This design comes from an exercise in tuning for small area on the open sky130 flow, not from production work. At most, simulation tests tie the RTL to the original design; equivalence was not proved. No functional check of the RTL was part of runs 1 and 2.

File: design/flow/design.v
module mul621_fast (input [11:0] x, output [11:0] y);
wire signed [11:0] xx = x;
wire signed [21:0] xs = xx;
wire signed [21:0] a = (xs <<< 3) + xs;
wire signed [21:0] p = (a <<< 6) + (a <<< 2) + a;
assign y = p[21:10];
endmodule
module add_sh_hyb6 #(parameter J = 1) (input [11:0] a, input [11:0] b, input neg, output [11:0] y);
localparam N = 12 - J;
wire [11:0] x = (b >> J) ^ {12{neg}};    
wire [N:0] c;
assign c[0] = neg;
genvar i;
generate for (i = 0; i < N; i = i + 1) begin : g
  assign y[i] = a[i] ^ x[i] ^ c[i];
  assign c[i+1] = (a[i] & x[i]) | (c[i] & (a[i] | x[i]));
end endgenerate
wire k = b[11] ^ neg;      
wire chg = k ^ c[N];       
wire [J:0] run;
assign run[0] = chg;
generate for (i = 0; i < J; i = i + 1) begin : h
  assign y[N+i] = a[N+i] ^ run[i];
  assign run[i+1] = run[i] & (a[N+i] ^ ~c[N]);
end endgenerate
endmodule
module add_sh_hybn #(parameter J = 1, parameter N = 11) (input [11:0] a, input [11:0] b, input neg, output [11:0] y);
localparam M = 12 - N;
wire signed [11:0] bs = b;
wire signed [11:0] sh = bs >>> J;
wire [11:0] x = sh ^ {12{neg}};
wire [N:0] c;
assign c[0] = neg;
genvar i;
generate for (i = 0; i < N; i = i + 1) begin : g
  assign y[i] = a[i] ^ x[i] ^ c[i];
  assign c[i+1] = (a[i] & x[i]) | (c[i] & (a[i] | x[i]));
end endgenerate
wire k = b[11] ^ neg;      
wire chg = k ^ c[N];       
wire [M:0] run;
assign run[0] = chg;
generate for (i = 0; i < M; i = i + 1) begin : h
  assign y[N+i] = a[N+i] ^ run[i];
  assign run[i+1] = run[i] & (a[N+i] ^ ~c[N]);
end endgenerate
endmodule
module cordic_pipe_rtl( clock, reset, ce, angle_in, sin_out, cos_out, valid_out );
input clock, reset, ce;
input [11:0] angle_in;
output [11:0] sin_out, cos_out;
output valid_out;
reg [3:0] vcnt;
always @(posedge clock) if (reset) vcnt <= 4'd0; else if (ce && vcnt != 4'd15) vcnt <= vcnt + 4'd1;
assign valid_out = (vcnt == 4'd15);
reg signed [11:0] r0;
always @(posedge clock) if (ce) r0 <= angle_in;
wire d0 = r0 > 12'sd0;
wire d1 = d0 ? (r0 > 12'sd804) : (r0 > -12'sd804);
reg d2, d3;
always @* case ({d0,d1})
  2'b11: d2 = r0 > 12'sd1279; 2'b10: d2 = r0 > 12'sd329; 2'b01: d2 = r0 > -12'sd329; default: d2 = r0 > -12'sd1279;
endcase
always @* case ({d0,d1,d2})
  3'b111: d3 = r0 > 12'sd1530; 3'b110: d3 = r0 > 12'sd1028; 3'b101: d3 = r0 > 12'sd580;  3'b100: d3 = r0 > 12'sd78;
  3'b011: d3 = r0 > -12'sd78;  3'b010: d3 = r0 > -12'sd580; 3'b001: d3 = r0 > -12'sd1028; default: d3 = r0 > -12'sd1530;
endcase
reg [15:0] r1;
always @(posedge clock) if (ce) r1 <= {d0, d1, d2, d3, r0};
wire signed [12:0] t4;    
wire [15:0] t4_b0 = 16'h0000;
assign t4[0] = t4_b0[r1[15:12]];
wire [15:0] t4_b1 = 16'h9696;
assign t4[1] = t4_b1[r1[15:12]];
wire [15:0] t4_b2 = 16'he8e8;
assign t4[2] = t4_b2[r1[15:12]];
wire [15:0] t4_b3 = 16'h3cc3;
assign t4[3] = t4_b3[r1[15:12]];
wire [15:0] t4_b4 = 16'h3f03;
assign t4[4] = t4_b4[r1[15:12]];
wire [15:0] t4_b5 = 16'h3f03;
assign t4[5] = t4_b5[r1[15:12]];
wire [15:0] t4_b6 = 16'h30f3;
assign t4[6] = t4_b6[r1[15:12]];
wire [15:0] t4_b7 = 16'h3f03;
assign t4[7] = t4_b7[r1[15:12]];
wire [15:0] t4_b8 = 16'h6a56;
assign t4[8] = t4_b8[r1[15:12]];
wire [15:0] t4_b9 = 16'he631;
assign t4[9] = t4_b9[r1[15:12]];
wire [15:0] t4_b10 = 16'h1e0f;
assign t4[10] = t4_b10[r1[15:12]];
wire [15:0] t4_b11 = 16'hfe00;
assign t4[11] = t4_b11[r1[15:12]];
wire [15:0] t4_b12 = 16'hfe00;
assign t4[12] = t4_b12[r1[15:12]];
wire signed [11:0] q1 = r1[11:0];
wire signed [12:0] y4 = q1 + t4;
wire [6:0] v = y4[12] ? 7'd0 : (y4[11:8] != 4'd0) ? 7'd127 : y4[7:1];
reg [10:0] r2;
always @(posedge clock) if (ce) r2 <= {r1[15:12], v};
reg [10:0] r3;
always @(posedge clock) if (ce) r3 <= r2;
reg [10:0] r4;
always @(posedge clock) if (ce) r4 <= r3;
reg [10:0] r5;
always @(posedge clock) if (ce) r5 <= r4;
reg [10:0] r6;
always @(posedge clock) if (ce) r6 <= r5;
reg [10:0] r7;
always @(posedge clock) if (ce) r7 <= r6;
reg [10:0] r8;
always @(posedge clock) if (ce) r8 <= r7;
reg [10:0] r9;
always @(posedge clock) if (ce) r9 <= r8;
wire [11:0] sl1, cl2;   
wire [63:0] sl1_b0 = 64'hf00ffffffffff00f;
assign sl1[0] = sl1_b0[r9[10:5]];
wire [63:0] sl1_b1 = 64'h0550c0033ffcfaaf;
assign sl1[1] = sl1_b1[r9[10:5]];
wire [63:0] sl1_b2 = 64'hbd24987cc1e6de12;
assign sl1[2] = sl1_b2[r9[10:5]];
wire [63:0] sl1_b3 = 64'h0f7168aaaae9704f;
assign sl1[3] = sl1_b3[r9[10:5]];
wire [63:0] sl1_b4 = 64'h74ae583333e58bd1;
assign sl1[4] = sl1_b4[r9[10:5]];
wire [63:0] sl1_b5 = 64'h069f929696b6069f;
assign sl1[5] = sl1_b5[r9[10:5]];
wire [63:0] sl1_b6 = 64'h072a498e8e6dab1f;
assign sl1[6] = sl1_b6[r9[10:5]];
wire [63:0] sl1_b7 = 64'hf83392d4d4b633e0;
assign sl1[7] = sl1_b7[r9[10:5]];
wire [63:0] sl1_b8 = 64'h003c1ce718c7c3ff;
assign sl1[8] = sl1_b8[r9[10:5]];
wire [63:0] sl1_b9 = 64'hffc01f071f07fc00;
assign sl1[9] = sl1_b9[r9[10:5]];
wire [63:0] sl1_b10 = 64'hffffe0071ff80000;
assign sl1[10] = sl1_b10[r9[10:5]];
wire [63:0] sl1_b11 = 64'h000000071fffffff;
assign sl1[11] = sl1_b11[r9[10:5]];
wire [63:0] cl2_b0 = 64'hfffff00f0ff00000;
assign cl2[0] = cl2_b0[r9[10:5]];
wire [63:0] cl2_b1 = 64'hc0030aa0a00a6aa9;
assign cl2[1] = cl2_b1[r9[10:5]];
wire [63:0] cl2_b2 = 64'h3e1924bdbd24187e;
assign cl2[2] = cl2_b2[r9[10:5]];
wire [63:0] cl2_b3 = 64'h55168ef00f71e8aa;
assign cl2[3] = cl2_b3[r9[10:5]];
wire [63:0] cl2_b4 = 64'hcc1a752e74ae5833;
assign cl2[4] = cl2_b4[r9[10:5]];
wire [63:0] cl2_b5 = 64'h6949f960069f9296;
assign cl2[5] = cl2_b5[r9[10:5]];
wire [63:0] cl2_b6 = 64'h719254e0072a498e;
assign cl2[6] = cl2_b6[r9[10:5]];
wire [63:0] cl2_b7 = 64'h2b49cc1ff83392d4;
assign cl2[7] = cl2_b7[r9[10:5]];
wire [63:0] cl2_b8 = 64'he7383c00003c1ce7;
assign cl2[8] = cl2_b8[r9[10:5]];
wire [63:0] cl2_b9 = 64'he0f803ffffc01f07;
assign cl2[9] = cl2_b9[r9[10:5]];
wire [63:0] cl2_b10 = 64'he007ffffffffe007;
assign cl2[10] = cl2_b10[r9[10:5]];
wire [63:0] cl2_b11 = 64'he000000000000007;
assign cl2[11] = cl2_b11[r9[10:5]];
wire [11:0] s3, c4;   
add_sh_hyb6 #(6) u_s3 (.a(sl1), .b(cl2), .neg(~r9[4]), .y(s3));
add_sh_hyb6 #(6) u_c4 (.a(cl2), .b(sl1), .neg(r9[4]), .y(c4));
reg [11:0] rs10, rc10;
reg [3:0] rd10;
always @(posedge clock) if (ce) begin rs10 <= s3; rc10 <= c4; rd10 <= r9[3:0]; end
wire [11:0] s5, c6;   
add_sh_hybn #(7, 8) u_s5 (.a(rs10), .b(rc10), .neg(~rd10[3]), .y(s5));
add_sh_hybn #(7, 8) u_c6 (.a(rc10), .b(rs10), .neg(rd10[3]), .y(c6));
reg [11:0] rs11, rc11;
reg [2:0] rd11;
always @(posedge clock) if (ce) begin rs11 <= s5; rc11 <= c6; rd11 <= rd10[2:0]; end
wire [11:0] s7, c8;   
add_sh_hybn #(8, 8) u_s7 (.a(rs11), .b(rc11), .neg(~rd11[2]), .y(s7));
add_sh_hybn #(8, 8) u_c8 (.a(rc11), .b(rs11), .neg(rd11[2]), .y(c8));
reg [11:0] rs12, rc12;
reg [1:0] rd12;
always @(posedge clock) if (ce) begin rs12 <= s7; rc12 <= c8; rd12 <= rd11[1:0]; end
wire [11:0] s9, c10;   
add_sh_hyb6 #(9) u_s9 (.a(rs12), .b(rc12), .neg(~rd12[1]), .y(s9));
add_sh_hyb6 #(9) u_c10 (.a(rc12), .b(rs12), .neg(rd12[1]), .y(c10));
wire [11:0] s11, c12;   
add_sh_hyb6 #(10) u_s11 (.a(s9), .b(c10), .neg(~rd12[0]), .y(s11));
add_sh_hyb6 #(10) u_c12 (.a(c10), .b(s9), .neg(rd12[0]), .y(c12));
reg [11:0] rs13, rc13;
always @(posedge clock) if (ce) begin rs13 <= s11; rc13 <= c12; end
wire [11:0] ms13, mc14;
mul621_fast u_ms13 (.x(rs13), .y(ms13));
mul621_fast u_mc14 (.x(rc13), .y(mc14));
reg [11:0] rs14, rc14;
always @(posedge clock) if (ce) begin rs14 <= ms13; rc14 <= mc14; end
assign sin_out = rs14;
assign cos_out = rc14;
endmodule
File: design/flow/flow/run.sh
#!/bin/bash
# Layout flow: the standard ORFS flow (standard.sh) with
#  - synthesis without the generic ABC pass that yosys's synth runs before full-adder
#    extraction (registers are unchanged; only the combinational mapping differs),
#  - a smaller clock tree: no dummy loads, clkbuf_8 leaf buffers, clusters of at most 16 sinks,
#  - buf_1 cells as the port buffers.
# Each tool's output goes to standard.log in this folder.
set -o pipefail
export SYNTH_ARGS="-noabc"
export CTS_ARGS="-sink_clustering_enable -repair_clock_nets -dont_use_dummy_load -buf_list sky130_fd_sc_hd__clkbuf_8 -sink_clustering_size 16 -sink_clustering_max_diameter 60"
export BUFFER_PORTS_ARGS="-buffer_cell sky130_fd_sc_hd__buf_1"
bash standard.sh > standard.log 2>&1
File: design/flow/standard.sh
#!/bin/bash
# synth_recipe.tcl (not shown) runs the flow's synth.tcl, then flattens the netlist and writes it again
# the make line also repeats each setting of config.mk as NAME=value (left out here)
make -C /OpenROAD-flow-scripts/flow DESIGN_CONFIG=/design/flow/config.mk WORK_HOME=/design/flow/orfs CLKGATE_MAP_FILE= SYNTH_SCRIPT=/design/flow/synth_recipe.tcl "${@:-finish}"
File: design/flow/config.mk
export PLATFORM = sky130hd
export DESIGN_NAME = cordic_pipe_rtl
export DESIGN_NICKNAME = cordic_pipe_rtl
export VERILOG_FILES = /design/flow/design.v
export SDC_FILE = /design/flow/constraint.sdc
export NUM_CORES = 4
export LEC_CHECK = 0
export ABC_AREA = 1
export CAP_MARGIN = 20
export CORE_MARGIN = 2
export CORE_UTILIZATION = 60
export SLEW_MARGIN = 20
File: design/flow/constraint.sdc
create_clock -name core_clock -period 5.0 [get_ports {clock}]
set_input_delay 1.0000 -clock core_clock [delete_from_list [all_inputs] [get_ports {clock}]]
set_output_delay 1.0000 -clock core_clock [all_outputs]
set_load 0.01 [all_outputs]
==> results.ini, run 1 <==
[global_route]
grt_max_degree=93
grt_pass1_vias=10900
grt_pass1_wl_mm=50.8
track_usage=0.222
antenna_found_initial=0
grt_overflow_total=0

[detailed_routing]
drt_pass1_iterations=7
drt-wirelength-per-cell_um=15.6
avgViaCountPerCell=5.45
drc_errors=0
num_vias=10700
routed_wl_mm=30.4
ant_nets=0
first_iter_violations=653

[run_status]
outcome=complete, no violations

[final_layout]
final_cell_mix=nand2_1 (246), edfxtp_1 (244), inv_1 (133)
drive_above_1_share=0.178
instances_no_fill=1955
final_common_cell=nand2_1
diodes=0
syn2layout_area_growth_pct=12.7
nets=1799

[worst_setup_path]
required_ns=5.28
cp.arrival_ns=5.10
reg2reg_to=rc12[11]
cp-start-kind=flip-flop
r2r_start=rd11[2]
worstRegToRegCells=14
critPathKind=flip-flop to flip-flop
crit_path_end_kind=flip-flop
reg2reg_slack_ns=0.18
critPathMaxFanout=5

[logic_synthesis]
yosys.area.top_type=edfxtp_1
netlist_area_mm2=0.0159
synth-warning-count=1
synth_cells=1465
netlist.area_leader.share=0.462
synth-main-ff-cell=edfxtp_1
synthArstFlopShare=0
synth_enable_flop_cells=244
avgSynthCellArea_um2=10.8
yosysSeqAreaShare=0.467
synth_seq_cells=248
synth.distinct_cells=67
synth_area_leaders=edfxtp_1 (46%), fa_1 (10%), ha_1 (6.5%)
synth_fp_nets=1642

[floorplan]
dieArea_mm2=0.0278
core_area_mm2=0.0260
num_io_pins=40
start_util=0.611
die_y_um=167
num_rows=59
die_x_um=167

[timing]
finalCritPeriodShare=0.964
timing.setup.tns_ns=0
worstMarginPinSlew_ns=0.958
slew_viol_final=0
clock_skew_ns=0.0804
setup_viol=0
hold_viol=0
relSlewSlack=0.359
fmax_mhz=208
post-route-min-period_ns=4.82

[hold_path]
hold_path_depth=0
hold_start=r8[2]
min_to=r9[2]
min_path_type=flip-flop to flip-flop

[clocking]
cts_tree=done
clk_latency_ns=0.59
cts_buffer_depth=3
ctsHtreeMaxLevel=1
clkSinkCount=248
ctsHoldBuffers=0
clk_pin_slew_worst_paths_ns=0.09
cts-root-buf=clkbuf_8
cts_buffers=27

[place]
hpwl_mm=23.7
placed_cells=1915
io_buffers=39
finalWeightedCongestion=0.942

[job]
cap_violations=0

## worst max path at each step
stage	endpoint	startpoint	slack (ns)	depth (start not counted)
3_5_place_dp	rs11[11]	rd10[3]	-0.08	17
5_1_grt	rc10[9]	r9[5]	-0.05	23
6_report	rc12[11]	rd11[2]	0.18	14
4_1_cts	rs13[10]	rd12[1]	0.003	22
3_3_place_gp	rc12[11]	rd11[2]	0.05	14
2_1_floorplan	rs13[7]	rd12[1]	0.007	21
## per-layer routing
layer	vias to the layer above	track usage	part of all wire	wire length [um]
met5	-	0	0	0
li1	5324	-	-	-
met2	211	0.416	0.53	16100
met1	5080	0.272	0.41	12600
met3	47	0.0250	0.035	1060
met4	0	0.0581	0.022	655
## cell type report
cell class	instances	area [um^2]
sequential	248	7410
multi-input combinational	1037	8050
timing repair buffer	155	1050
clock buffer	27	372
inverter	153	582
fill	1940	8100
tap	335	419
## stage by stage
stage / worst slack, ns / utilization / area (um^2) / hold slack (ns)
2_1_floorplan: 0.00689 / - / 15900 / 0.400
5_1_grt: -0.0483 / 0.688 / 17900 / 0.374
4_1_cts: 0.00251 / 0.675 / 17500 / 0.370
3_5_place_dp: -0.0848 / 0.659 / 17100 / 0.405
3_3_place_gp: 0.0525 / 0.659 / 17100 / 0.400
6_report: 0.182 / 0.688 / 17900 / 0.370
## registers in the layout, summed over array words and instances (netlist names), 3 cells and up
| register | cells |
|---|---|
| r0 | 12 |
| r1 | 15 |
| r2 | 11 |
| r3 | 11 |
| r4 | 11 |
| r5 | 11 |
| r6 | 11 |
| r7 | 11 |
| r8 | 11 |
| r9 | 11 |
| rc10 | 12 |
| rc11 | 12 |
| rc12 | 12 |
| rc13 | 12 |
| rc14 | 12 |
| rd10 | 4 |
| rd11 | 3 |
| rs10 | 12 |
| rs11 | 12 |
| rs12 | 12 |
| rs13 | 12 |
| rs14 | 12 |
| vcnt | 4 |
## cells by family (layout without fill, tap and decap cells)
family / count (synthesis) / count (layout) / share of synthesized area
muxes: 2 / 2 / 0.00134
xor gates and xnor gates: 164 / 164 / 0.0931
AOI/OAI and AO/OA: 223 / 223 / 0.0848
and+or+nand+nor: 486 / 486 / 0.143
DFF: 248 / 248 / 0.467
buffers and inverters: 180 / 335 / 0.0456
adders and majority gates: 162 / 162 / 0.165
## timing repair
| item | CTS | global route |
|---|---|---|
| setup buffers | 0 | 13 |
| pin swaps | 0 | 16 |
| resized for setup | 12 | 58 |
| endpoints found under the setup margin | 12 | 39 |
## critical path: stages (launching register included)
cell and delay (ns):
edfxtp_1 0.45, xor2_1 0.21, fa_1 0.43, fa_2 0.38, fa_1 0.42, fa_1 0.40
fa_1 0.40, fa_1 0.39, fa_2 0.37, fa_2 0.47, xor2_2 0.19, nand2_2 0.09
a21oi_2 0.16, nand2_1 0.08, xnor2_1 0.13
## synth_stat cells (5+ instances only)
cell / instances
nor2_2: 5
a31oi_1: 12
o22ai_1: 5
buf_2: 6
ha_1: 83
nor2_1: 74
inv_1: 139
or2_2: 5
o211ai_1: 8
a21o_1: 10
nor3_1: 11
a21oi_1: 85
clkbuf_1: 10
o21ai_0: 50
nand2_2: 14
nand3_2: 6
edfxtp_1: 244
buf_1: 5
o21ai_1: 13
inv_2: 10
xor2_1: 108
nand2_4: 5
nand2_1: 248
o21ai_2: 8
nor2_4: 5
fa_1: 79
nand3_1: 88
nand4_1: 10
xnor2_1: 52
==> run 2, diff against run 1 <==
--- a/design/flow/design.v
+++ b/design/flow/design.v
@@ -169,14 +169,14 @@
 reg [3:0] rd10;
 always @(posedge clock) if (ce) begin rs10 <= s3; rc10 <= c4; rd10 <= r9[3:0]; end
 wire [11:0] s5, c6;   
-add_sh_hybn #(7, 8) u_s5 (.a(rs10), .b(rc10), .neg(~rd10[3]), .y(s5));
-add_sh_hybn #(7, 8) u_c6 (.a(rc10), .b(rs10), .neg(rd10[3]), .y(c6));
+add_sh_hybn #(7, 10) u_s5 (.a(rs10), .b(rc10), .neg(~rd10[3]), .y(s5));
+add_sh_hybn #(7, 10) u_c6 (.a(rc10), .b(rs10), .neg(rd10[3]), .y(c6));
 reg [11:0] rs11, rc11;
 reg [2:0] rd11;
 always @(posedge clock) if (ce) begin rs11 <= s5; rc11 <= c6; rd11 <= rd10[2:0]; end
 wire [11:0] s7, c8;   
-add_sh_hybn #(8, 8) u_s7 (.a(rs11), .b(rc11), .neg(~rd11[2]), .y(s7));
-add_sh_hybn #(8, 8) u_c8 (.a(rc11), .b(rs11), .neg(rd11[2]), .y(c8));
+add_sh_hybn #(8, 10) u_s7 (.a(rs11), .b(rc11), .neg(~rd11[2]), .y(s7));
+add_sh_hybn #(8, 10) u_c8 (.a(rc11), .b(rs11), .neg(rd11[2]), .y(c8));
 reg [11:0] rs12, rc12;
 reg [1:0] rd12;
 always @(posedge clock) if (ce) begin rs12 <= s7; rc12 <= c8; rd12 <= rd11[1:0]; end
==> run 2 against run 1 <==
Against the previous run: now fails the layout checks on negative setup slack; maximum frequency decreased by 4.0%; die area decreased by 0.77%; synthesized cell count decreased by 1.4%; hold slack improved by 0.032 ns; routed wire length increased by 6.0%; sequential share of layout area decreased by 0.65 points; clock-buffer cell count decreased by 1; via count increased by 1.6%; non-clock buffer count increased by 29; cell count increased by 0.66%; highest routed layer unchanged.
==> results.ini, run 2 <==
[final_layout]
utilization=0.701
final_common_cell=edfxtp_1
drive_above_1_share=0.209
syn2layout_area_growth_pct=15.4
regMostFlops=r1
nets=1820
diodes=0
largest_register_ffs=15
final_cell_mix=edfxtp_1 (244), nand2_1 (230), inv_1 (134)

[worst_setup_path]
reg2reg_slack_ns=-0.02
cp.arrival_ns=5.32
worstRegToRegCells=16
max_stage_delay_ns=0.44
crit_top_cell=fa_2
critPathKind=flip-flop to flip-flop
critPathBufInv=2
r2r_start=rd10[3]
cp-start-kind=flip-flop
critical_path.top_delay_family=adder cells
path_cells=buf_6 > xor2_1 > fa_2 > fa_2 > fa_2 > fa_2 > fa_2 > fa_2 > fa_2 > fa_2 > fa_2 > fa_2 > inv_2 > or2_2 > mux2i_1 > xor2_1
reg2reg_to=rc11[11]
cp_slowest_cell=edfxtp_1
critPathMaxFanout=3
crit_path_end_kind=flip-flop
required_ns=5.31
startpoint=rd10[3]

[logic_synthesis]
synth_enable_flop_cells=244
synthArstFlopShare=0
netlist.area_leader.share=0.465
yosysSeqAreaShare=0.470
netlist_area_mm2=0.0157
synth_fp_nets=1630
synth_seq_cells=248
synth.most_common_cell=edfxtp_1
avgSynthCellArea_um2=10.9
synth_cells=1445
synth-main-ff-cell=edfxtp_1
synth_common_cells=edfxtp_1 (244), nand2_1 (237), inv_1 (142)
synth_area_leaders=edfxtp_1 (47%), fa_1 (11%), ha_1 (6.6%)
synth.distinct_cells=60
synth-warning-count=1
yosys.area.top_type=edfxtp_1

[detailed_routing]
ant_nets=0
avgViaCountPerCell=5.51
num_vias=10800
first_iter_violations=582
drt_pass1_iterations=5
routed_wl_mm=32.2
drt-wirelength-per-cell_um=16.4
drc_errors=0

[clocking]
clk_pin_slew_worst_paths_ns=0.09
cts_buffer_depth=3
cts-root-buf=clkbuf_8
ctsHtreeMaxLevel=1
clk_latency_ns=0.58
cts_tree=done
cts_buffers=26
clkSinkCount=248

[run_status]
outcome=complete, but fails checks
so.violations=negative setup slack

[timing]
rsz0062_at_grt=true
finalCritPeriodShare=1.00
setup_ws_ns=-0.0174
slew_viol_final=0
setup_viol=1
relSlewSlack=0.402
post-route-min-period_ns=5.02
worstMarginPinSlew_ns=0.897
fmax_mhz=199
clock_skew_ns=0.0850
hold_viol=0

[global_route]
track_usage=0.234
grt_max_degree=66
antenna_found_initial=0
grt_pass1_wl_mm=52.8
grt_overflow_total=0
grt_pass1_vias=11000

[job]
cap_violations=0

[floorplan]
core_area_mm2=0.0259
die_y_um=166
num_rows=59
num_io_pins=40
dieArea_mm2=0.0276
die_x_um=166
start_util=0.608

[hold_path]
hold_start=r3[7]
min_to=r4[7]
min_path_type=flip-flop to flip-flop
hold_path_depth=0

[place]
io_buffers=39
place_worst_setup_slack_ns=-0.182
finalWeightedCongestion=0.950
hpwl_mm=24.6

-- run 2: cell types whose count changed in the layout (fill, tap and decap cells not counted), moves of 5 or more --
cell,previous run,this run
nor3_1,11,6
o21bai_1,2,7
nand2_1,246,230
o21ai_0,49,38
buf_6,2,7
fa_1,50,32
fa_2,29,55
nor2_1,72,82
a21oi_1,78,86
nand2_2,16,22
buf_4,112,133
nand4_1,10,17
xnor2_1,50,31
-- run 2: layout make-up --
cell class	instances	area, um^2
Sequential cell	248	7410
Fill cell	1935	7740
Tap cell	335	419
Clock buffer	26	358
Inverter	152	578
Timing Repair Buffer	184	1330
Multi-Input combinational cell	1023	8080
-- run 2: worst max-delay path by stage --
stage | to | depth (start not counted) | slack (ns)
3_3_place_gp | rs11[11] | 16 | 0.01
5_1_grt | rc11[11] | 16 | -0.13
4_1_cts | rc11[11] | 16 | -0.01
3_5_place_dp | rs11[11] | 16 | -0.18
2_1_floorplan | rc12[11] | 16 | -0.01
6_report | rc11[11] | 16 | -0.02
-- run 2: cell families after synthesis --
| family | count (synthesis) | share of synthesized area |
|---|---|---|
| simple gates | 485 | 0.141 |
| mux | 6 | 0.00389 |
| compound gates | 213 | 0.0799 |
| fa+ha+maj | 170 | 0.177 |
| flops | 248 | 0.470 |
| xor+xnor | 149 | 0.0843 |
| buf+inv | 174 | 0.0438 |
-- run 2: timing repair --
item / 4_1_cts / 5_1_grt
setup endpoints to repair: 17 / 44
setup buffers: 7 / 24
hold buffers: 0 / 0
pin swaps: 5 / 39
gates resized for setup: 19 / 77
-- run 2: per-layer routing --
metal  part of all wire  track usage
met1               0.42        0.295
met2               0.52        0.426
met3              0.037       0.0305
met4              0.024       0.0654
met5                  0            0
-- run 2: stage by stage --
step / TNS (ns) / std cells / hold WS (ns) / cell area [um^2]
finish: -0.0174 / 1968 / 0.403 / 18200
global placement: 0 / 1911 / 0.401 / 17200
CTS: -0.0105 / 1944 / 0.404 / 17700
floorplan: -0.0128 / 1445 / 0.400 / 15900
global route: -0.713 / 1968 / 0.405 / 18200
detailed placement: -1.13 / 1911 / 0.405 / 17200
-- run 2: worst register-to-register path, stage by stage, from the launching register on --
cell,delay [ns]
edfxtp_1,0.44
buf_6,0.15
xor2_1,0.17
fa_2,0.39
fa_2,0.37
fa_2,0.37
fa_2,0.42
fa_2,0.35
fa_2,0.35
fa_2,0.35
fa_2,0.35
fa_2,0.35
fa_2,0.34
inv_2,0.07
or2_2,0.11
mux2i_1,0.08
xor2_1,0.15
==> run 3, diff against run 2 <==
--- a/design/flow/design.v
+++ b/design/flow/design.v
@@ -20,27 +20,6 @@
 wire [J:0] run;
 assign run[0] = chg;
 generate for (i = 0; i < J; i = i + 1) begin : h
-  assign y[N+i] = a[N+i] ^ run[i];
-  assign run[i+1] = run[i] & (a[N+i] ^ ~c[N]);
-end endgenerate
-endmodule
-module add_sh_hybn #(parameter J = 1, parameter N = 11) (input [11:0] a, input [11:0] b, input neg, output [11:0] y);
-localparam M = 12 - N;
-wire signed [11:0] bs = b;
-wire signed [11:0] sh = bs >>> J;
-wire [11:0] x = sh ^ {12{neg}};
-wire [N:0] c;
-assign c[0] = neg;
-genvar i;
-generate for (i = 0; i < N; i = i + 1) begin : g
-  assign y[i] = a[i] ^ x[i] ^ c[i];
-  assign c[i+1] = (a[i] & x[i]) | (c[i] & (a[i] | x[i]));
-end endgenerate
-wire k = b[11] ^ neg;      
-wire chg = k ^ c[N];       
-wire [M:0] run;
-assign run[0] = chg;
-generate for (i = 0; i < M; i = i + 1) begin : h
   assign y[N+i] = a[N+i] ^ run[i];
   assign run[i+1] = run[i] & (a[N+i] ^ ~c[N]);
 end endgenerate
@@ -169,14 +148,14 @@
 reg [3:0] rd10;
 always @(posedge clock) if (ce) begin rs10 <= s3; rc10 <= c4; rd10 <= r9[3:0]; end
 wire [11:0] s5, c6;   
-add_sh_hybn #(7, 10) u_s5 (.a(rs10), .b(rc10), .neg(~rd10[3]), .y(s5));
-add_sh_hybn #(7, 10) u_c6 (.a(rc10), .b(rs10), .neg(rd10[3]), .y(c6));
+add_sh_hyb6 #(7) u_s5 (.a(rs10), .b(rc10), .neg(~rd10[3]), .y(s5));
+add_sh_hyb6 #(7) u_c6 (.a(rc10), .b(rs10), .neg(rd10[3]), .y(c6));
 reg [11:0] rs11, rc11;
 reg [2:0] rd11;
 always @(posedge clock) if (ce) begin rs11 <= s5; rc11 <= c6; rd11 <= rd10[2:0]; end
 wire [11:0] s7, c8;   
-add_sh_hybn #(8, 10) u_s7 (.a(rs11), .b(rc11), .neg(~rd11[2]), .y(s7));
-add_sh_hybn #(8, 10) u_c8 (.a(rc11), .b(rs11), .neg(rd11[2]), .y(c8));
+add_sh_hyb6 #(8) u_s7 (.a(rs11), .b(rc11), .neg(~rd11[2]), .y(s7));
+add_sh_hyb6 #(8) u_c8 (.a(rc11), .b(rs11), .neg(rd11[2]), .y(c8));
 reg [11:0] rs12, rc12;
 reg [1:0] rd12;
 always @(posedge clock) if (ce) begin rs12 <= s7; rc12 <= c8; rd12 <= rd11[1:0]; end
--- a/design/flow/flow/run.sh
+++ b/design/flow/flow/run.sh
@@ -8,5 +8,6 @@
 set -o pipefail
 export SYNTH_ARGS="-noabc"
 export CTS_ARGS="-sink_clustering_enable -repair_clock_nets -dont_use_dummy_load -buf_list sky130_fd_sc_hd__clkbuf_8 -sink_clustering_size 16 -sink_clustering_max_diameter 60"
+export GPL_KEEP_OVERFLOW=0
 export BUFFER_PORTS_ARGS="-buffer_cell sky130_fd_sc_hd__buf_1"
 bash standard.sh > standard.log 2>&1
==> run 3 against run 2 <==
Against the previous run: the layout still fails its checks (negative setup slack); critical path type unchanged; critical path depth grew 6; sequential share of layout area grew 0.82 points; highest routed layer unchanged; cell count up 0.10%.
==> results.ini, run 3 <==
[run_status]
outcome=complete, but fails checks
so.violations=negative setup slack

[detailed_routing]
routed_wl_mm=30.8
first_iter_violations=583
drt-wirelength-per-cell_um=15.6
num_vias=11100
drt_pass1_iterations=7
drc_errors=0
ant_nets=0
avgViaCountPerCell=5.64

[global_route]
met1_usage=0.266
track_usage=0.219
top_usage_layer=met2
grt_max_degree=37
grt_util_met2=0.410
antenna_found_initial=0
grt_pass1_wl_mm=50.2
met3_usage=0.0210
grt_overflow_total=0
grt_pass1_vias=10700

[final_layout]
largest_register_ffs=15
drive_above_1_share=0.158
final_cell_mix=nand2_1 (249), edfxtp_1 (244), inv_1 (133)
nets=1800
diodes=0
instances_no_fill=1970
utilization=0.685
final_common_cell=nand2_1
regMostFlops=r1
syn2layout_area_growth_pct=12.8

[worst_setup_path]
worstRegToRegCells=22
required_ns=5.27
cp.arrival_ns=5.32
crit_path_end_kind=flip-flop
critPathBufInv=5
worstSetupPathDepth=22
max_stage_delay_ns=0.44
reg2reg_slack_ns=-0.05
critPathMaxFanout=5
critical_path.top_delay_family=adder cells
crit_top_cell=fa_2
critPathKind=flip-flop to flip-flop
path_cells=buf_4 > clkinvlp_4 > nand2_2 > nand2_1 > o21ai_2 > o21ai_2 > a21oi_2 > buf_4 > o22ai_4 > xor2_2 > fa_2 > fa_2 > fa_2 > fa_2 > fa_2 > fa_2 > inv_2 > nor2_1 > inv_1 > nor2_2 > mux2_4 > xor2_1
cp_slowest_cell=edfxtp_1
cp-start-kind=flip-flop

[hold_path]
min_path_type=flip-flop to flip-flop
hold_path_depth=0

[logic_synthesis]
synth-main-ff-cell=edfxtp_1
synth_enable_flop_cells=244
netlist.area_leader.share=0.464
synth.most_common_cell=nand2_1
synth_area_leaders=edfxtp_1 (46%), fa_1 (8.2%), ha_1 (6.6%)
synth-warning-count=1
synth_seq_cells=248
yosysSeqAreaShare=0.469
synth_common_cells=nand2_1 (258), edfxtp_1 (244), inv_1 (142)
yosys.area.top_type=edfxtp_1
avgSynthCellArea_um2=10.5
netlist_area_mm2=0.0158
synth.distinct_cells=64
synthArstFlopShare=0
synth_cells=1505
synth_fp_nets=1668

[timing]
setup_viol=3
clock_skew_ns=0.0493
hold-worst-slack_ns=0.382
relSlewSlack=0.458
setup_ws_ns=-0.0498
finalCritPeriodShare=1.01
fmax_mhz=198
rsz0062_at_grt=true
post-route-min-period_ns=5.05
worstMarginPinSlew_ns=0.807
hold_viol=0
timing.setup.tns_ns=-0.124
slew_viol_final=0

[clocking]
clk_pin_slew_worst_paths_ns=0.09
cts-root-buf=clkbuf_8
ctsHoldBuffers=0
cts_buffers=26
ctsHtreeMaxLevel=1
clk_latency_ns=0.57
clkSinkCount=248
cts_tree=done
cts_buffer_depth=3

[place]
finalWeightedCongestion=0.879
placed_cells=1859
hpwl_mm=22.4
io_buffers=39

[floorplan]
die_y_um=166
start_util=0.608
num_rows=59
core_area_mm2=0.0260
num_io_pins=40
die_x_um=166
dieArea_mm2=0.0276

[job]
cap_violations=0

-- run 3: changes by cell type in the layout (fill, tap and decap cells not counted), moves of 6 or more --
cell,delta
buf_4,-55
fa_1,+13
fa_2,-35
nand2_1,+19
nand3_1,-12
nor3_1,+13
o21ai_0,+26
o31ai_1,+6
xnor2_1,+27
xor2_1,+7
-- run 3: final cells by class --
| type | count | area [um^2] |
|---|---|---|
| Fill cell | 1949 | 8180 |
| Sequential cell | 248 | 7410 |
| Timing Repair Buffer | 129 | 946 |
| Timing Repair inverter | 2 | 10.0 |
| Multi-Input combinational cell | 1078 | 8080 |
| Inverter | 152 | 594 |
| Clock buffer | 26 | 358 |
| Tap cell | 335 | 419 |
-- run 3: path summary, 6_finish.rpt --
kind              startpoint      end
setup / recovery       r9[5]  rc10[8]
hold / removal         r7[4]    r8[4]
setup reg to reg       r9[5]  rc10[8]
hold reg to reg        r7[4]    r8[4]
-- run 3: kinds of logic after synthesis --
logic type	Yosys count	synth area share
compound gates	241	0.0904
xor+xnor	178	0.101
fa+ha+maj	148	0.148
buf+inv	180	0.0460
flops	248	0.469
mux	4	0.00269
simple gates	506	0.143
-- run 3: layer usage --
layer  wire length [um]  part of all wire
met5                  0                 0
met4               1130             0.037
met3               1060             0.034
met2              16300              0.53
met1              12300              0.40
-- run 3: timing repair --
item / CTS / global route
buffers inserted: 32 / 50
gates resized for setup: 36 / 65
cloned: 2 / 1
endpoints found under the setup margin: 35 / 35
pin swaps: 14 / 53
-- run 3: per-stage QoR --
stage                     worst slack (ns)  area (um^2)
final                              -0.0498        17800
after global routing                -0.225        17800
after CTS                          0.00118        17100
after detailed placement             -1.04        16400
after global placement               -6.20        16200
after floorplan                   -0.00682        15800
==> run 4, diff against run 3 <==
--- a/design/flow/flow/run.sh
+++ b/design/flow/flow/run.sh
@@ -8,6 +8,5 @@
 set -o pipefail
 export SYNTH_ARGS="-noabc"
 export CTS_ARGS="-sink_clustering_enable -repair_clock_nets -dont_use_dummy_load -buf_list sky130_fd_sc_hd__clkbuf_8 -sink_clustering_size 16 -sink_clustering_max_diameter 60"
-export GPL_KEEP_OVERFLOW=0
 export BUFFER_PORTS_ARGS="-buffer_cell sky130_fd_sc_hd__buf_1"
 bash standard.sh > standard.log 2>&1
--- a/design/flow/config.mk
+++ b/design/flow/config.mk
@@ -9,4 +9,5 @@
 export CAP_MARGIN = 20
 export CORE_MARGIN = 2
 export CORE_UTILIZATION = 60
+export SETUP_SLACK_MARGIN = 0.1
 export SLEW_MARGIN = 20
==> run 4 against run 3 <==
Against the previous run: the run now finishes clean; hold slack worse by 0.029 ns; largest cell class unchanged; register-to-register slack better by 0.23 ns; clock skew up 0.048 ns; core utilization down 0.24 points; sequential share of layout area up 0.14 points; worst setup slack better by 0.23 ns; maximum frequency up 4.8%; cell area down 0.34%; routed wire length down 1.8%; non-clock buffer count up 10.
==> results.ini, run 4 <==
[worst_setup_path]
critPathKind=flip-flop to flip-flop
cp.arrival_ns=5.13
cp-start-kind=flip-flop
reg2reg_slack_ns=0.18
startpoint=rd12[1]
required_ns=5.31
critPathMaxFanout=8
r2r_start=rd12[1]
crit_path_end_kind=flip-flop

[global_route]
grt_pass1_vias=10600
grt_max_degree=112
track_usage=0.213
grt_overflow_total=0
grt_pass1_wl_mm=48.7
antenna_found_initial=1

[floorplan]
core_area_mm2=0.0260
num_rows=59
dieArea_mm2=0.0276
die_y_um=166
num_io_pins=40
start_util=0.608
die_x_um=166

[detailed_routing]
highest-signal-layer=met4
wl_met1_mm=12.4
avgViaCountPerCell=5.49
first_iter_violations=559
dr_wl_met2_mm=15.8
drt-wirelength-per-cell_um=15.3
num_vias=10900
wl_met3_mm=1.11
drt_pass1_iterations=5
ant_nets=0
routed_wl_mm=30.2
drc_errors=0

[logic_synthesis]
synth.most_common_cell=nand2_1
netlist.area_leader.share=0.464
synthArstFlopShare=0
synth_cells=1505
synth_fp_nets=1668
synth.distinct_cells=64
synth_seq_cells=248
yosys.area.top_type=edfxtp_1
yosysSeqAreaShare=0.469
synth_enable_flop_cells=244
synth-main-ff-cell=edfxtp_1
synth-warning-count=1
synth_area_leaders=edfxtp_1 (46%), fa_1 (8.2%), ha_1 (6.6%)
synth_common_cells=nand2_1 (258), edfxtp_1 (244), inv_1 (142)
avgSynthCellArea_um2=10.5
netlist_area_mm2=0.0158

[timing]
hold_viol=0
finalCritPeriodShare=0.964
fmax_mhz=208
post-route-min-period_ns=4.82
timing.setup.tns_ns=0
slew_viol_final=0
rsz0062_at_grt=true
relSlewSlack=0.534
worstMarginPinSlew_ns=0.693
setup_ws_ns=0.181
setup_viol=0
clock_skew_ns=0.0975

[job]
cap_violations=0

[clocking]
cts_tree=done
ctsHoldBuffers=0
clkSinkCount=248
cts-root-buf=clkbuf_8
cts_buffers=25
cts_buffer_depth=3
clk_pin_slew_worst_paths_ns=0.08
ctsHtreeMaxLevel=1
clk_latency_ns=0.59

[final_layout]
utilization=0.683
regMostFlops=r1
final_common_cell=nand2_1
syn2layout_area_growth_pct=12.4
nets=1807
design_area_mm2=0.0177
fillers=1956
final_cell_mix=nand2_1 (249), edfxtp_1 (244), inv_1 (132)
largest_register_ffs=15
instances_no_fill=1978
drive_above_1_share=0.165

[run_status]
outcome=complete, no violations

[place]
finalWeightedCongestion=0.908
hpwl_mm=22.7
io_buffers=39
place_worst_setup_slack_ns=-0.0968
placed_cells=1923
place_area_mm2=0.0168

[hold_path]
min_path_type=flip-flop to flip-flop
hold_start=r6[5]

==> run 4: final timing paths <==
check / end / depth (start not counted)
max reg2reg: rs13[10] / 21
max: rs13[10] / 21
min: r7[5] / 0
min reg2reg: r7[5] / 0
==> run 4: cells by family after synthesis <==
kind of cell,share of synthesized area
and+or+nand+nor,0.143
DFF,0.469
AOI/OAI and AO/OA,0.0904
buffers and inverters,0.0460
xor gates and xnor gates,0.101
adders and majority gates,0.148
muxes,0.00269
==> run 4: routing by layer <==
layer | GRT usage | vias up
li1 | - | 5440
met4 | 0.0592 | 0
met5 | 0 | -
met3 | 0.0274 | 73
met2 | 0.398 | 208
met1 | 0.258 | 5135
==> run 4: per-stage QoR <==
step	hold slack, ns
after CTS	0.360
final	0.353
after global routing	0.369
after floorplan	0.400
after detailed placement	0.405
after global placement	0.402
==> run 4: critical path, stage by stage, from the launching register on <==
cell      delay (ns)
edfxtp_1        0.45
xor2_1          0.22
fa_2            0.38
fa_2            0.37
fa_2            0.46
inv_2           0.13
nand3_1         0.11
nand2_2         0.09
nand4_1         0.17
nor2_4          0.19
xor2_2          0.21
xor2_2          0.19
fa_2            0.22
inv_2           0.04
fa_2            0.49
clkinv_4        0.13
xor2_4          0.18
nand4_4         0.14
nor2_4          0.18
nand3_2         0.09
nand2_1         0.09
nand2_1         0.05
==> run 4: cell type report <==
class | instances | area (um^2) | share of cell area
Multi-Input combinational cell | 1078 | 8040 | 0.453
Sequential cell | 248 | 7410 | 0.417
Timing Repair Buffer | 139 | 950 | 0.0535
Inverter | 152 | 583 | 0.0329
Tap cell | 335 | 419 | 0.0236
Clock buffer | 25 | 344 | 0.0194
Antenna cell | 1 | 2.50 | 0.000141
==> run 4: timing repair <==
| item | CTS | global route |
|---|---|---|
| pin swaps | 3 | 45 |
| setup endpoints to repair | 18 | 34 |
| buffers inserted | 5 | 23 |
| resized for setup | 15 | 74 |
| gates cloned | 0 | 1 |
==> run 5, diff against run 4 <==
--- a/design/flow/config.mk
+++ b/design/flow/config.mk
@@ -9,5 +9,4 @@
 export CAP_MARGIN = 20
 export CORE_MARGIN = 2
 export CORE_UTILIZATION = 60
-export SETUP_SLACK_MARGIN = 0.1
 export SLEW_MARGIN = 20
==> run 5 against run 4 <==
Against the previous run: still clean; worst setup slack worse by 0.093 ns; synthesized area unchanged; flip-flop and latch count unchanged; non-clock buffer count stayed put; routed wire length up 0.71%.
==> results.ini, run 5 <==
[run_status]
outcome=complete, no violations

[logic_synthesis]
netlist_area_mm2=0.0158
synth.distinct_cells=64
synth_cells=1505
synth_fp_nets=1668
synthArstFlopShare=0
synth-warning-count=1
synth_area_leaders=edfxtp_1 (46%), fa_1 (8.2%), ha_1 (6.6%)
synth_enable_flop_cells=244
yosysSeqAreaShare=0.469
synth_seq_cells=248
synth_common_cells=nand2_1 (258), edfxtp_1 (244), inv_1 (142)
avgSynthCellArea_um2=10.5
netlist.area_leader.share=0.464
yosys.area.top_type=edfxtp_1
synth-main-ff-cell=edfxtp_1
synth.most_common_cell=nand2_1

[detailed_routing]
wl_met3_mm=1.12
wl_met1_mm=12.6
drc_errors=0
dr_wl_met2_mm=15.8
first_iter_violations=560
drt-wirelength-per-cell_um=15.4
drt_pass1_iterations=5
ant_nets=0
routed_wl_mm=30.4
avgViaCountPerCell=5.51
highest-signal-layer=met4
num_vias=10900

[final_layout]
regMostFlops=r1
syn2layout_area_growth_pct=11.9
design_area_mm2=0.0177
largest_register_ffs=15
final_cell_mix=nand2_1 (254), edfxtp_1 (244), inv_1 (136)
diodes=0
final_common_cell=nand2_1
nets=1806
drive_above_1_share=0.153

[timing]
slew_viol_final=0
rsz0062_at_grt=true
post-route-min-period_ns=4.91
clock_skew_ns=0.0679
fmax_mhz=204
relSlewSlack=0.291
setup_viol=0
finalCritPeriodShare=0.982
worstMarginPinSlew_ns=1.06
hold-worst-slack_ns=0.391
setup_ws_ns=0.0880
hold_viol=0

[worst_setup_path]
path_cells=inv_1 > nand2_1 > nand2_1 > o21ai_4 > o21ai_2 > a21oi_2 > o22ai_2 > xor2_2 > fa_2 > fa_2 > fa_2 > fa_2 > fa_2 > fa_2 > buf_6 > inv_4 > nor2_1 > inv_1 > nor2_2 > mux2_4 > xor2_1
cp.arrival_ns=5.21
crit_path_end_kind=flip-flop
crit_top_cell=fa_2
required_ns=5.30
max_stage_delay_ns=0.49
critPathBufInv=4
cp-start-kind=flip-flop
critPathKind=flip-flop to flip-flop
critPathMaxFanout=5
cp_slowest_cell=edfxtp_1
critical_path.top_delay_family=adder cells

[floorplan]
die_y_um=166
dieArea_mm2=0.0276
num_rows=59
num_io_pins=40
core_area_mm2=0.0260
start_util=0.608
die_x_um=166

[place]
io_buffers=39
hpwl_mm=23.3
place_worst_setup_slack_ns=-0.184
place_area_mm2=0.0169
finalWeightedCongestion=0.918

[clocking]
clk_pin_slew_worst_paths_ns=0.09
cts-root-buf=clkbuf_8
clkSinkCount=248
cts_buffers=25
cts_tree=done
ctsHtreeMaxLevel=1
cts_buffer_depth=3
clk_latency_ns=0.58

[global_route]
grt_pass1_wl_mm=50.5
grt_pass1_vias=10700
track_usage=0.220
antenna_found_initial=0
grt_overflow_total=0
grt_max_degree=80

[hold_path]
min_path_type=flip-flop to flip-flop

[job]
cap_violations=0

-- run 5: area by class of cell --
type / instances / area, um^2
Fill cell: 1982 / 8320
Multi-Input combinational cell: 1077 / 7970
Sequential cell: 248 / 7410
Inverter: 152 / 576
Tap cell: 335 / 419
Clock buffer: 25 / 344
Timing Repair Buffer: 139 / 945
-- run 5: cell families (layout without fill, tap and decap cells) --
kind of cell	after synthesis	count (layout)	synth area share
flip-flops	248	248	0.469
XOR/XNOR	178	178	0.101
multiplexers	4	4	0.00269
AND/OR/NAND/NOR	506	506	0.143
buffers and inverters	180	316	0.0460
AO/OA/AOI/OAI	241	241	0.0904
adder cells (fa/ha/maj)	148	148	0.148
-- run 5: layer usage --
| layer | up-vias | global-route usage |
|---|---|---|
| met1 | 5182 | 0.277 |
| met5 | - | 0 |
| met3 | 66 | 0.0269 |
| met4 | 0 | 0.0671 |
| li1 | 5434 | - |
| met2 | 211 | 0.399 |
-- run 5: timing repair --
item / CTS / global route
hold buffers: 0 / 0
setup endpoints to repair: 9 / 33
resized for setup: 8 / 71
setup buffers: 6 / 12
pin swaps: 4 / 40
-- run 5: metrics by stage --
stage | util | cells | TNS (ns)
2_1_floorplan | - | 1505 | -0.00682
3_3_place_gp | 0.649 | 1934 | -0.391
3_5_place_dp | 0.649 | 1934 | -1.32
4_1_cts | 0.665 | 1965 | 0
5_1_grt | 0.680 | 1976 | -0.487
6_report | 0.680 | 1976 | 0
-- run 5: worst paths after layout --
check / to / startpoint / slack, ns / cells past startpoint
hold / removal: r4[1] / r3[1] / 0.39 / 0
setup reg to reg: rc10[8] / r9[5] / 0.09 / 21
setup / recovery: rc10[8] / r9[5] / 0.09 / 21
hold reg to reg: r4[1] / r3[1] / 0.39 / 0
==> run 6, diff against run 5 <==
--- a/design/flow/config.mk
+++ b/design/flow/config.mk
@@ -8,5 +8,5 @@
 export ABC_AREA = 1
 export CAP_MARGIN = 20
 export CORE_MARGIN = 2
-export CORE_UTILIZATION = 60
+export CORE_UTILIZATION = 75
 export SLEW_MARGIN = 20
==> run 6 against run 5 <==
Against the previous run: die area down 20%; global-route usage up 12 points; register-to-register slack worse by 0.88 ns; via count up 19%; synthesized area unchanged; synthesized cell count unchanged; routed wire length up 48%; highest routed layer unchanged; core utilization up 18 points; cell area up 1.6%; sequential share of layout area down 0.68 points; the layout now fails its checks (negative setup slack); critical path depth up 1.
==> results.ini, run 6 <==
[logic_synthesis]
yosys.area.top_type=edfxtp_1
synthArstFlopShare=0
synth_cells=1505
netlist.area_leader.share=0.464
yosysSeqAreaShare=0.469
netlist_area_mm2=0.0158
synth_fp_nets=1668
synth.distinct_cells=64
synth-main-ff-cell=edfxtp_1
synth_common_cells=nand2_1 (258), edfxtp_1 (244), inv_1 (142)
synth_seq_cells=248
synth-warning-count=1
synth_enable_flop_cells=244
synth_area_leaders=edfxtp_1 (46%), fa_1 (8.2%), ha_1 (6.6%)
synth.most_common_cell=nand2_1
avgSynthCellArea_um2=10.5

[final_layout]
diodes=0
regMostFlops=r1
final_common_cell=nand2_1
instances_no_fill=1933
syn2layout_area_growth_pct=13.7
final_cell_mix=nand2_1 (248), edfxtp_1 (244), inv_1 (133)
largest_register_ffs=15
nets=1823
drive_above_1_share=0.182
design_area_mm2=0.0180

[place]
finalWeightedCongestion=0.928
io_buffers=39
place_area_mm2=0.0168
hpwl_mm=26.8
placed_cells=1868

[clocking]
cts_buffers=22
clk_pin_slew_worst_paths_ns=0.10
clk_latency_ns=0.57
ctsHoldBuffers=0
cts_buffer_depth=3
ctsHtreeMaxLevel=1
clkSinkCount=248
cts-root-buf=clkbuf_8
cts_tree=done

[run_status]
outcome=complete, but fails checks
so.violations=negative setup slack

[timing]
relSlewSlack=0.361
clock_skew_ns=0.0778
hold_viol=0
post-route-min-period_ns=5.79
rsz0062_at_grt=true
timing.setup.tns_ns=-5.26
fmax_mhz=173
hold-worst-slack_ns=0.394
setup_viol=20
finalCritPeriodShare=1.16
slew_viol_final=0
worstMarginPinSlew_ns=0.958
setup_ws_ns=-0.790

[detailed_routing]
ant_nets=0
drt_pass1_iterations=9
num_vias=13000
routed_wl_mm=45.0
drc_errors=0
drt-wirelength-per-cell_um=23.3
avgViaCountPerCell=6.71
first_iter_violations=1650

[global_route]
antenna_found_initial=0
grt_pass1_wl_mm=59.1
track_usage=0.337
grt_overflow_total=0
grt_pass1_vias=12200
grt_max_degree=93

[hold_path]
min_path_type=flip-flop to flip-flop

[floorplan]
die_x_um=149
core_area_mm2=0.0208
dieArea_mm2=0.0222
start_util=0.758
num_io_pins=40
die_y_um=149
num_rows=53

[worst_setup_path]
cp.arrival_ns=6.22
critPathKind=flip-flop to flip-flop
critPathMaxFanout=5
cp-start-kind=flip-flop
required_ns=5.43
crit_path_end_kind=flip-flop

[job]
cap_violations=0

==> run 6: cell type report <==
cell class	count	area (um^2)
Tap cell	275	344
Clock buffer	22	303
Sequential cell	248	7410
Timing Repair Buffer	158	1110
Multi-Input combinational cell	1078	8190
Fill cell	912	2870
Inverter	152	588
==> run 6: stage by stage <==
step	worst slack, ns	utilization
6_report	-0.790	0.862
5_1_grt	-0.826	0.862
4_1_cts	-0.0232	0.828
3_5_place_dp	-0.354	0.805
3_3_place_gp	-0.0386	0.805
2_1_floorplan	-0.00682	-
==> run 6: logic make-up (layout without fill, tap and decap cells) <==
family          Yosys count  count (layout)  share of synthesized area
compound gates          241             241                     0.0904
flops                   248             248                      0.469
buf+inv                 180             332                     0.0460
fa+ha+maj               148             148                      0.148
mux                       4               4                    0.00269
xor+xnor                178             178                      0.101
simple gates            506             507                      0.143
==> run 6: worst max-delay path, cell delays in order, from the launching register on <==
cell and delay, ns:
edfxtp_1 0.47, ha_1 0.29, fa_1 0.45, nand3_1 0.13, nand2_1 0.10, a21oi_1 0.14
inv_1 0.09, a21oi_2 0.48, o21ai_0 0.29, a21oi_1 0.28, nor2_1 0.09, nor2_1 0.19
xor2_2 0.27, fa_1 0.48, ha_1 0.42, nand2_1 0.12, o21ai_1 0.52, nor2_1 0.13
o41ai_2 0.08, buf_4 0.19, a31o_2 0.19, a21oi_1 0.09, a21oi_1 0.13
==> run 6: worst paths after layout <==
check	cells after the start	from	slack [ns]	endpoint
max reg2reg	22	rs13[0]	-0.79	rs14[9]
min reg2reg	0	r5[8]	0.39	r6[8]
max	22	rs13[0]	-0.79	rs14[9]
min	0	r5[8]	0.39	r6[8]
==> run 6: what timing repair did <==
item                                    4_1_cts  5_1_grt
resized for setup                            26      113
setup buffers                                11       33
pin swaps                                     6       63
endpoints found under the setup margin       26       34
cloned                                        0        2
==> run 6: routing by layer <==
layer  GRT usage  wire length [um]  part of all wire
met4       0.157              3410             0.076
met5           0                 0                 0
met2       0.613             22000              0.49
met3      0.0462              4790              0.11
met1       0.396             14800              0.33
==> run 7, diff against run 6 <==
--- a/design/flow/flow/run.sh
+++ b/design/flow/flow/run.sh
@@ -7,6 +7,6 @@
 # Each tool's output goes to standard.log in this folder.
 set -o pipefail
 export SYNTH_ARGS="-noabc"
-export CTS_ARGS="-sink_clustering_enable -repair_clock_nets -dont_use_dummy_load -buf_list sky130_fd_sc_hd__clkbuf_8 -sink_clustering_size 16 -sink_clustering_max_diameter 60"
+export CTS_ARGS="-sink_clustering_enable -repair_clock_nets -dont_use_dummy_load -buf_list sky130_fd_sc_hd__clkbuf_8 -sink_clustering_size 20 -sink_clustering_max_diameter 60"
 export BUFFER_PORTS_ARGS="-buffer_cell sky130_fd_sc_hd__buf_1"
 bash standard.sh > standard.log 2>&1
--- a/design/flow/config.mk
+++ b/design/flow/config.mk
@@ -8,5 +8,5 @@
 export ABC_AREA = 1
 export CAP_MARGIN = 20
 export CORE_MARGIN = 2
-export CORE_UTILIZATION = 75
+export CORE_UTILIZATION = 60
 export SLEW_MARGIN = 20
==> run 7 against run 6 <==
Against the previous run: the run now finishes clean; global-route usage down 12 points; non-clock buffer count decreased by 18; via count down 16%; worst setup slack improved by 0.90 ns; clock skew down 0.0048 ns; synthesized area unchanged; critical path type unchanged; critical endpoint is now rc10[8]; largest cell class unchanged.
==> results.ini, run 7 <==
[hold_path]
hold_path_depth=0
min_path_type=flip-flop to flip-flop
min_to=r4[1]
hold_start=r3[1]

[timing]
fmax_mhz=205
relSlewSlack=0.287
setup_viol=0
hold-worst-slack_ns=0.376
timing.setup.tns_ns=0
rsz0062_at_grt=true
hold_viol=0
finalCritPeriodShare=0.978
post-route-min-period_ns=4.89
worstMarginPinSlew_ns=1.07
slew_viol_final=0
clock_skew_ns=0.0730

[logic_synthesis]
synth_area_leaders=edfxtp_1 (46%), fa_1 (8.2%), ha_1 (6.6%)
synth_common_cells=nand2_1 (258), edfxtp_1 (244), inv_1 (142)
synth_enable_flop_cells=244
synth_seq_cells=248
avgSynthCellArea_um2=10.5
synth-main-ff-cell=edfxtp_1
netlist_area_mm2=0.0158
netlist.area_leader.share=0.464
yosysSeqAreaShare=0.469
synth-warning-count=1
synthArstFlopShare=0
synth.distinct_cells=64
synth.most_common_cell=nand2_1
yosys.area.top_type=edfxtp_1
synth_cells=1505
synth_fp_nets=1668

[final_layout]
nets=1806
instances_no_fill=1976
final_cell_mix=nand2_1 (253), edfxtp_1 (244), inv_1 (134)
regMostFlops=r1
syn2layout_area_growth_pct=11.7
final_common_cell=nand2_1
largest_register_ffs=15
diodes=0
drive_above_1_share=0.151

[worst_setup_path]
reg2reg_slack_ns=0.11
critPathMaxFanout=5
crit_top_cell=fa_2
reg2reg_to=rc10[8]
critPathKind=flip-flop to flip-flop
critical_path.top_delay_family=adder cells
cp_slowest_cell=edfxtp_1
required_ns=5.29
worstRegToRegCells=21
max_stage_delay_ns=0.50
r2r_start=r9[5]
cp-start-kind=flip-flop
crit_path_end_kind=flip-flop
path_cells=nor2_4 > buf_6 > a21oi_1 > nand2_1 > o21ai_1 > a21oi_2 > o22ai_2 > xor2_2 > fa_2 > fa_2 > fa_2 > fa_2 > fa_2 > fa_2 > buf_6 > inv_4 > nor2_2 > inv_2 > nor2_4 > mux2_4 > xor2_1
critPathBufInv=4
cp.arrival_ns=5.18

[floorplan]
num_io_pins=40
dieArea_mm2=0.0276
die_x_um=166
num_rows=59
start_util=0.608
core_area_mm2=0.0260
die_y_um=166

[clocking]
clkSinkCount=248
cts-root-buf=clkbuf_8
ctsHoldBuffers=0
ctsHtreeMaxLevel=1
cts_buffers=24
cts_buffer_depth=3
clk_pin_slew_worst_paths_ns=0.11
cts_tree=done
clk_latency_ns=0.58

[place]
placed_cells=1934
hpwl_mm=23.3
finalWeightedCongestion=0.918
io_buffers=39

[global_route]
grt_pass1_wl_mm=50.5
track_usage=0.220
grt_pass1_vias=10700
grt_max_degree=80
antenna_found_initial=1
grt_overflow_total=0

[detailed_routing]
first_iter_violations=642
ant_nets=0
drc_errors=0
drt_pass1_iterations=5
routed_wl_mm=30.4
drt-wirelength-per-cell_um=15.4
num_vias=10900
avgViaCountPerCell=5.50

[job]
cap_violations=0

[run_status]
outcome=complete, no violations

## run 7: cell counts after synthesis
Identical to the previous run, type by type.
## run 7: stage by stage
stage	worst slack (ns)	util	cell area (um^2)
after floorplan	-0.00682	-	15800
after global placement	-0.0906	0.649	16900
after global routing	-0.0937	0.679	17600
final	0.112	0.679	17600
after CTS	0.00168	0.665	17300
after detailed placement	-0.184	0.649	16900
## run 7: how the worst max path moves through the flow
| stage | from | to | slack [ns] | depth (start not counted) |
|---|---|---|---|---|
| 3_3_place_gp | r9[5] | rc10[8] | -0.09 | 22 |
| 2_1_floorplan | rd12[1] | rs13[9] | -0.007 | 23 |
| 4_1_cts | r9[5] | rs10[10] | 0.002 | 23 |
| 3_5_place_dp | r9[5] | rs10[10] | -0.18 | 23 |
| 5_1_grt | r9[5] | rs10[10] | -0.09 | 24 |
| 6_report | r9[5] | rc10[8] | 0.11 | 21 |
## run 7: cell type report
cell class                 count  area, um^2
multi-input combinational   1077        7950
inverter                     152         578
tap                          335         419
timing repair buffer         140         948
sequential                   248        7410
clock buffer                  24         330
fill                        1991        8350
## run 7: logic make-up (layout without fill, tap and decap cells)
kind of cell,after synthesis,count (layout),synth area share
xor+xnor,178,178,0.101
simple gates,506,506,0.143
mux,4,4,0.00269
fa+ha+maj,148,148,0.148
flops,248,248,0.469
compound gates,241,241,0.0904
buf+inv,180,316,0.0460
## run 7: timing repair
action / in CTS / in global routing
endpoints found under the setup margin: 11 / 32
pin swaps: 5 / 40
endpoints found under the hold margin: 0 / 0
resized for setup: 10 / 66
cloned: 0 / 0
setup buffers: 6 / 12
## run 7: routing by layer
metal	part of all wire	vias to the layer above	GRT usage
met4	0.031	2	0.0671
li1	-	5431	-
met3	0.038	70	0.0296
met1	0.41	5146	0.276
met5	0.00036	-	0
met2	0.52	226	0.399

[port drivers added, routing unchanged]
The results above use ideal ports. As a check the final layouts listed here were re-extracted and re-timed, cells and wires unchanged.
Step 1: set_driving_cell puts a clkbuf_16 on clock and a buf_2 on each other input, an assumption about the parent block.
Step 2 moves the port delays by t, midway between the first and last clock arrival at a register: inputs arrive t later, outputs are due t later. That takes back most of the time a late clock gives input paths.
a / b / c = ideal / step 1 / step 2; a / b = the first two.
run | t, ns | setup slack, ns | clock arrival spread, ns | worst data-port slew with drivers (ns) | cell pins on the clock port's net
run 1 | 0.587 | 0.182 / 0.182 / 0.182 | 0.093 / 0.093 | 0.03 | 1
run 2 | 0.583 | -0.017 / -0.017 / -0.017 | 0.086 / 0.087 | 0.03 | 1
run 3 | 0.593 | -0.050 / -0.050 / -0.050 | 0.051 / 0.051 | 0.03 | 1
run 4 | 0.585 | 0.181 / 0.181 / 0.181 | 0.098 / 0.098 | 0.03 | 1
run 5 | 0.588 | 0.088 / 0.088 / 0.088 | 0.068 / 0.068 | 0.03 | 1
run 6 | 0.579 | -0.790 / -0.790 / -0.790 | 0.082 / 0.082 | 0.03 | 1
run 7 | 0.587 | 0.112 / 0.112 / 0.112 | 0.074 / 0.075 | 0.03 | 1
